Context: an optimization exercise on an open-source flow, tuned for a short achievable clock period and few clock cycles. The choices shown serve that exercise and are no tape-out recipe.
RTL that was checked went through simulation tests only; none was proved equivalent to the original.
Power and IR drop assume default switching activity.

==> inputs of build 73 <==
==> flow/design.v <==
module control_unit(
    input wire [7:0] instr,          
    input wire [2:0] state,          
    input wire zf,                   
    input wire reset,                
    output reg [2:0] next_state,     
    output reg pc_we,                
    output reg pc_sel,               
    output reg pc_jmp_sel,           
    output reg [3:0] pc_offset,      
    output reg addr_sel,             
    output reg [3:0] addr_offset,    
    output reg mem_sel,              
    output reg mem_we,               
    output reg [2:0] alu_opcode,     
    output reg alu_sel_a,            
    output reg alu_sel_b,            
    output reg alu_we,               
    output reg zf_we,                
    output reg ir_we,                
    output reg a_sel,                
    output reg a_we,                 
    output reg b_sel,                
    output reg b_we,                 
    output reg halt                  
);
    localparam ADD    = 3'b000;
    localparam AND    = 3'b001;
    localparam NOT    = 3'b010;
    localparam LOAD   = 3'b011;
    localparam STORE  = 3'b100;
    localparam JUMP   = 3'b101;
    localparam JUMPz  = 3'b110;
    localparam HALT   = 3'b111;
    localparam FETCH      = 3'b000; 
    localparam DECODE     = 3'b001;
    localparam EXECUTE    = 3'b010;
    localparam MEMORY     = 3'b011;
    localparam WRITEBACK  = 3'b100;
    localparam HALT_STATE = 3'b101;
    localparam IDLE       = 3'b110;
    always @(*) begin
        pc_we = 0;               
        pc_sel = 0;              
        pc_jmp_sel = 0;          
        pc_offset = 4'b0000;     
        addr_sel = 0;            
        addr_offset = 4'b0000;   
        mem_sel = 0;             
        mem_we = 0;              
        alu_opcode = 3'b000;     
        alu_sel_a = 0;           
        alu_sel_b = 0;           
        alu_we = 0;              
        zf_we = 0;               
        ir_we = 0;               
        a_sel = 0;               
        a_we = 0;                
        b_sel = 0;               
        b_we = 0;                
        halt = 0;                
        next_state = FETCH;      
        if (reset) begin
            next_state = FETCH;      
        end
        else begin
            case (state)
                FETCH: begin                     
                    next_state = DECODE;         
                    pc_we = 1;                   
                    ir_we = 1;                   
                end
                DECODE: begin    
                    case (instr[7:5])       
                        ADD, AND, NOT, JUMP, JUMPz: begin
                            next_state = EXECUTE;       
                        end
                        LOAD, STORE: begin
                            next_state = MEMORY;
                        end
                        HALT: begin
                            next_state = HALT_STATE;
                        end
                    endcase
                end
                EXECUTE: begin                           
                    case (instr[7:5])
                        ADD, AND: begin
                            alu_opcode = instr[7:5];     
                            alu_sel_a = instr[3];        
                            alu_sel_b = instr[2];        
                            alu_we = 1;                  
                            zf_we = 1;                   
                            next_state = WRITEBACK;
                        end
                        NOT: begin
                            alu_opcode = instr[7:5];     
                            alu_sel_a = instr[3];        
                            alu_we = 1;                  
                            zf_we = 1;                   
                            next_state = WRITEBACK;
                        end
                        JUMP: begin
                            pc_jmp_sel = instr[4];       
                            pc_offset = instr[3:0];      
                            pc_sel = 1;                  
                            pc_we = 1;                   
                            next_state = IDLE;
                        end
                        JUMPz: begin
                            if (zf == 1) begin
                                pc_jmp_sel = instr[4];   
                                pc_offset = instr[3:0];  
                                pc_sel = 1;              
                                pc_we = 1;               
                            end
                            next_state = IDLE;
                        end
                    endcase
                end
                MEMORY: begin                                    
                    case (instr[7:5])
                        LOAD: begin
                            addr_offset = instr[3:0];    
                            addr_sel = 1;                
                            next_state = WRITEBACK;
                        end
                        STORE: begin
                            addr_offset = instr[3:0];    
                            addr_sel = 1;                
                            mem_sel = instr[4];          
                            mem_we = 1;                  
                            next_state = IDLE;
                        end
                    endcase
                end
                WRITEBACK: begin                         
                    case (instr[7:5])
                        ADD, AND, NOT: begin
                            if (instr[4] == 0) begin
                                a_sel = 1;               
                                a_we = 1;                
                            end else begin
                                b_sel = 1;               
                                b_we = 1;                
                            end
                            next_state = FETCH;
                        end
                        LOAD: begin
                            if (instr[4] == 0) begin
                                a_we = 1;            
                            end else begin
                                b_we = 1;            
                            end
                            next_state = FETCH;
                        end
                    endcase
                end 
                HALT_STATE: begin
                    halt = 1;
                    next_state = HALT_STATE;
                end
                IDLE: begin
                    next_state = FETCH;
                end
            endcase
        end
    end
endmodule
module alu(
    input wire [2:0] opcode,         
    input wire [7:0] a,              
    input wire [7:0] b,              
    output reg [7:0] y,              
    output reg zf                    
);
    localparam ADD = 3'b000;         
    localparam AND = 3'b001;         
    localparam NOT = 3'b010;         
always @(*) begin
    zf = 0;
    case (opcode)
        ADD: begin             
            y = a + b;
        end
        AND: begin              
            y = a & b;
        end
        NOT: begin              
            y = ~a;
        end
        default: begin               
            y = 8'b00000000;
        end
    endcase
    if (y == 8'b00000000) begin
        zf = 1;
    end
end
endmodule
module register #(
    parameter WIDTH = 8
)(
    input wire clk,                  
    input wire rst,                  
    input wire we,                   
    input wire [WIDTH-1:0] d,        
    output reg [WIDTH-1:0] q         
);
    always @(posedge clk) begin      
        if (rst) begin
            q <= {WIDTH{1'b0}};      
        end else if (we) begin
            q <= d;                  
        end
    end
endmodule
module mux_2to1 (
    input wire [7:0] in0,    
    input wire [7:0] in1,    
    input wire sel,          
    output wire [7:0] out    
);
    assign out = sel ? in1 : in0;
endmodule
module adder(
    input wire [7:0] a,
    input wire [7:0] b,
    output wire [7:0] sum
);
    assign sum = a + b;
endmodule
module zext(
    input wire [3:0] in,
    output wire [7:0] out
);
assign out = {4'b0000, in};
endmodule
module cpu_8b(
    input wire clk,
    input wire rst,
    output wire halt,
    output wire mem_we,
    output wire [7:0] mem_addr,
    output wire [7:0] mem_wdata,
    input wire [7:0] mem_rdata
);
    reg [7:0] ra, rb;
    reg zf;
    reg halted;
    reg [7:0] pc;         
    reg [7:0] addr;
    reg we;
    reg [7:0] wdata;
    reg rvalid;           
    reg s;                
    reg w;                
    reg lp;               
    reg lpr;              
    reg ld;               
    reg ldr;              
    assign halt = halted;
    assign mem_we = we;
    assign mem_addr = addr;
    assign mem_wdata = wdata;
    wire [7:0] ins = mem_rdata;
    wire [2:0] op = ins[7:5];
    wire [3:0] off = ins[3:0];
    wire is_alu = (op == 3'd0) | (op == 3'd1) | (op == 3'd2);
    wire is_ld = (op == 3'd3);
    wire is_st = (op == 3'd4);
    wire is_jmp = (op == 3'd5);
    wire is_jz = (op == 3'd6);
    wire is_halt = (op == 3'd7);
    wire taken = is_jmp | (is_jz & zf);
    wire rd3 = is_alu;                        
    wire rd2 = (op == 3'd0) | (op == 3'd1);   
    wire rd4 = is_st | taken;                 
    wire wr4 = is_alu;                        
    wire hz = lp & ((rd3 & (ins[3] == lpr)) | (rd2 & (ins[2] == lpr)) |
                    ((rd4 | wr4) & (ins[4] == lpr)));
    wire ex = rvalid & ~halted & ~hz;
    wire [7:0] sa = ins[3] ? rb : ra;
    wire [7:0] sb = ins[2] ? rb : ra;
    wire [7:0] r4 = ins[4] ? rb : ra;
    reg [7:0] y;
    always @(*) begin
        case (op[1:0])
            2'd0: y = sa + sb;
            2'd1: y = sa & sb;
            default: y = ~sa;
        endcase
    end
    wire [7:0] pc1 = pc + 8'd1;
    wire [7:0] pc2 = pc + 8'd2;
    wire [7:0] ea = pc1 + {4'd0, off};
    wire [7:0] tgt = r4 + {4'd0, off};
    always @(posedge clk) begin
        if (rst) begin
            ra <= 8'd0;
            rb <= 8'd0;
            zf <= 1'b0;
            halted <= 1'b0;
            pc <= 8'd0;
            addr <= 8'd0;
            we <= 1'b0;
            wdata <= 8'd0;
            rvalid <= 1'b1;
            s <= 1'b0;
            w <= 1'b0;
            lp <= 1'b0;
            lpr <= 1'b0;
            ld <= 1'b0;
            ldr <= 1'b0;
        end else begin
            we <= 1'b0;
            lp <= 1'b0;
            ld <= lp;
            ldr <= lpr;
            s <= 1'b0;
            w <= 1'b0;
            rvalid <= 1'b0;
            if (ld) begin
                if (ldr) rb <= mem_rdata;
                else ra <= mem_rdata;
            end
            if (ex) begin
                if (is_alu) begin
                    if (ins[4]) rb <= y;
                    else ra <= y;
                    zf <= (y == 8'd0);
                end
                if (is_halt) halted <= 1'b1;
                pc <= taken ? tgt : pc1;
                if (is_ld) begin
                    addr <= ea;
                    lp <= 1'b1;
                    lpr <= ins[4];
                    rvalid <= s;
                end else if (is_st) begin
                    addr <= ea;
                    we <= 1'b1;
                    wdata <= r4;
                    rvalid <= s & (off != 4'd0);
                    w <= (off == 4'd0);
                end else if (taken) begin
                    addr <= tgt;
                    w <= 1'b1;
                end else if (s) begin
                    addr <= pc2;
                    rvalid <= 1'b1;
                    s <= 1'b1;
                end else begin
                    addr <= pc1;
                    w <= 1'b1;
                end
            end else if (w & ~rvalid) begin
                addr <= pc1;
                rvalid <= 1'b1;
                s <= 1'b1;
            end else begin
                addr <= pc;
                w <= 1'b1;
            end
        end
    end
endmodule
==> flow/run.sh <==
#!/bin/bash
# synth_recipe.tcl (not shown) runs the flow's synth.tcl, then flattens the netlist and writes it again
# the make line also repeats each setting of config.mk as NAME=value (left out here)
make -C /OpenROAD-flow-scripts/flow DESIGN_CONFIG=/design/flow/config.mk WORK_HOME=/design/flow/orfs CLKGATE_MAP_FILE= SYNTH_SCRIPT=/design/flow/synth_recipe.tcl finish
==> flow/config.mk <==
export PLATFORM = sky130hd
export DESIGN_NAME = cpu_8b
export DESIGN_NICKNAME = cpu_8b
export VERILOG_FILES = /design/flow/design.v
export SDC_FILE = /design/flow/constraint.sdc
export NUM_CORES = 4
export LEC_CHECK = 0
export ABC_CLOCK_PERIOD_IN_PS = 1500
export CAP_MARGIN = 20
export CORE_MARGIN = 2
export CORE_UTILIZATION = 40
export SETUP_SLACK_MARGIN = 3.3
export SLEW_MARGIN = 20
export TNS_END_PERCENT = 100
==> flow/constraint.sdc <==
create_clock -name core_clock -period 5.0 [get_ports {clk}]
set_input_delay 1.0000 -clock core_clock [delete_from_list [all_inputs] [get_ports {clk}]]
set_output_delay 1.0000 -clock core_clock [all_outputs]
set_load 0.01 [all_outputs]
==> inputs of build 18, as changes to build 73 <==
==> flow/design.v, changed modules only <==
module cpu_8b(
    input wire clk,
    input wire rst,
    output wire halt,
    output wire mem_we,
    output wire [7:0] mem_addr,
    output wire [7:0] mem_wdata,
    input wire [7:0] mem_rdata
);
    reg [7:0] ra, rb;
    reg [7:0] res;        
    reg halted;
    reg [7:0] pc;         
    reg [7:0] addr;
    reg we;
    reg [7:0] wdata;
    reg rvalid;           
    reg s;                
    reg w;                
    reg lp;               
    reg lpr;              
    reg ld;               
    reg ldr;              
    reg kl;               
    reg fw;
    reg [1:0] fop;
    reg f4, f3, f2;
    assign halt = halted;
    assign mem_we = we;
    assign mem_addr = addr;
    assign mem_wdata = wdata;
    wire zf = (res == 8'd0);
    wire [7:0] ins = mem_rdata;
    wire [2:0] op = ins[7:5];
    wire [3:0] off = ins[3:0];
    wire is_add = (op == 3'd0);
    wire is_alu = (op[2:1] == 2'b00) | (op == 3'd2);
    wire is_ld = (op == 3'd3);
    wire is_st = (op == 3'd4);
    wire is_jmp = (op == 3'd5);
    wire is_jz = (op == 3'd6);
    wire is_halt = (op == 3'd7);
    wire taken = is_jmp | (is_jz & zf);
    wire u3 = ins[3] == lpr;
    wire u2 = ins[2] == lpr;
    wire u4 = ins[4] == lpr;
    wire rd_l = is_alu & (u3 | (~op[1] & u2));       
    wire stall = lp & ((is_add & (ins[3] ^ ins[2]) & rd_l) |
                       ((is_st | taken) & u4));
    wire defer = lp & is_alu & rd_l & ~stall;          
    wire kill = lp & is_alu & ~rd_l & u4;              
    wire ex = rvalid & ~halted & ~stall;
    wire [7:0] aa = ra + ra;
    wire [7:0] ab = ra + rb;
    wire [7:0] bb = rb + rb;
    wire [7:0] nd = ra & rb;
    wire [7:0] y_add = ins[3] ? (ins[2] ? bb : ab) : (ins[2] ? ab : aa);
    wire [7:0] y_and = ins[3] ? (ins[2] ? rb : nd) : (ins[2] ? nd : ra);
    wire [7:0] y_not = ins[3] ? ~rb : ~ra;
    wire [7:0] y = op[1] ? y_not : (op[0] ? y_and : y_add);
    wire [7:0] fs3 = (f3 == ldr) ? mem_rdata : (f3 ? rb : ra);
    wire [7:0] fs2 = (f2 == ldr) ? mem_rdata : (f2 ? rb : ra);
    reg [7:0] yf;
    always @(*) begin
        case (fop)
            2'd0: yf = {fs3[6:0], 1'b0};
            2'd1: yf = fs3 & fs2;
            default: yf = ~fs3;
        endcase
    end
    wire [7:0] pc1 = pc + 8'd1;
    wire [7:0] pc2 = pc + 8'd2;
    wire [7:0] ea = pc1 + {4'd0, off};
    wire [7:0] ta = ra + {4'd0, off};
    wire [7:0] tb = rb + {4'd0, off};
    wire [7:0] tgt = ins[4] ? tb : ta;
    wire wr_alu = ex & is_alu & ~defer;
    always @(posedge clk) begin
        if (rst) begin
            ra <= 8'd0;
            rb <= 8'd0;
            res <= 8'd1;
            halted <= 1'b0;
            pc <= 8'd0;
            addr <= 8'd0;
            we <= 1'b0;
            wdata <= 8'd0;
            rvalid <= 1'b1;
            s <= 1'b0;
            w <= 1'b0;
            lp <= 1'b0;
            lpr <= 1'b0;
            ld <= 1'b0;
            ldr <= 1'b0;
            kl <= 1'b0;
            fw <= 1'b0;
            fop <= 2'd0;
            f4 <= 1'b0;
            f3 <= 1'b0;
            f2 <= 1'b0;
        end else begin
            we <= 1'b0;
            lp <= 1'b0;
            ld <= lp;
            ldr <= lpr;
            kl <= ex & kill;
            fw <= ex & defer;
            fop <= op[1:0];
            f4 <= ins[4];
            f3 <= ins[3];
            f2 <= ins[2];
            s <= 1'b0;
            w <= 1'b0;
            rvalid <= 1'b0;
            if (ld & ~kl & ~ldr & ~(fw & ~f4)) ra <= mem_rdata;
            if (ld & ~kl & ldr & ~(fw & f4)) rb <= mem_rdata;
            if (fw) begin
                if (f4) rb <= yf;
                else ra <= yf;
                res <= yf;
            end
            if (wr_alu) begin
                if (ins[4]) rb <= y;
                else ra <= y;
                res <= y;
            end
            if (ex) begin
                if (is_halt) halted <= 1'b1;
                pc <= taken ? tgt : pc1;
                if (is_ld) begin
                    addr <= ea;
                    lp <= 1'b1;
                    lpr <= ins[4];
                    rvalid <= s;
                end else if (is_st) begin
                    addr <= ea;
                    we <= 1'b1;
                    wdata <= ins[4] ? rb : ra;
                    rvalid <= s & (off != 4'd0);
                    w <= (off == 4'd0);
                end else if (taken) begin
                    addr <= tgt;
                    w <= 1'b1;
                end else if (s) begin
                    addr <= pc2;
                    rvalid <= 1'b1;
                    s <= 1'b1;
                end else begin
                    addr <= pc1;
                    w <= 1'b1;
                end
            end else if (w & ~rvalid) begin
                addr <= pc1;
                rvalid <= 1'b1;
                s <= 1'b1;
            end else begin
                addr <= pc;
                w <= 1'b1;
            end
        end
    end
endmodule
==> inputs of trial 37, as changes to build 73 <==
- ABC_CLOCK_PERIOD_IN_PS: 1500 -> unset
- SETUP_SLACK_MARGIN: 3.3 -> unset
- TNS_END_PERCENT: 100 -> unset
==> comparison table <==
metric	trial 37	build 73	build 18
Reg-to-Reg Start	ra[0]$_SDFF_PP0_	ra[0]$_SDFF_PP0_	pc[0]$_SDFFE_PP0N_
Non-clock inverter instance count of the final layout	9	9	19
Number of filler cells placed in the layout	938	744	1185
Post-layout instance count excluding filler cells	618	678	928
Critical path fanouts, max	4	5	5
Power consumed by combinational cells	358 uW	536 uW	628 uW
Status	complete, no violations	complete, no violations	complete, no violations
Pwr/cell area	249 nW/um^2	232 nW/um^2	250 nW/um^2
Share of final-layout standard cells stronger than drive strength 1	8.79%	43.5%	38.2%
Worst Path Buf+Inv	1	2	2
Synth Register Bits	50	50	64
Total via count in the routed design	3661	4078	5857
Total iterations of the first detailed-routing run	5	6	9
P&R area growth vs syn	11.1%	47.7%	40.1%
Area of the core	9240 um^2	9240 um^2	13200 um^2
Global-route usage over all layers	21.7%	25.0%	28.1%
Testbench counts of build 18, summed over its fixed seeds: cycles 35,084.
For build 73 and trial 37, only the layout was checked, not whether the RTL still works.

## static timing again, ports no longer ideal
The results above use ideal ports. As a check the final layouts listed here were re-extracted and re-timed, cells and wires unchanged.
Step 1 (the two cells are an assumption about what drives the block):
set clk [get_ports {clk}]
set_driving_cell -lib_cell sky130_fd_sc_hd__clkbuf_16 $clk
set_driving_cell -lib_cell sky130_fd_sc_hd__buf_2 [delete_from_list [all_inputs] $clk]
Step 2 also shifts input and output timing later by t, the mid clock arrival at the registers, as if the neighbouring blocks saw the same clock.
Three values: no drivers, after step 1, after step 2; two values: the first two.
run | shift t [ns] | slack for setup (ns) | worst setup path after step 2 | worst register clock-pin slew, ns | cell pins on the clock port's net
build 73 | 0.342 | 1.945 / 1.929 / 1.587 | input to register | 0.10 / 0.10 | 1
build 18 | 0.378 | 2.292 / 2.283 / 1.905 | input to register | 0.06 / 0.06 | 1
trial 37 | 0.329 | 1.087 / 1.064 / 0.735 | input to register | 0.09 / 0.09 | 1
After both steps setup and hold are still met in every run listed. For build 18, which loses most, drivers alone change the setup slack by -0.009 ns; drivers and shift together by -0.387 ns.
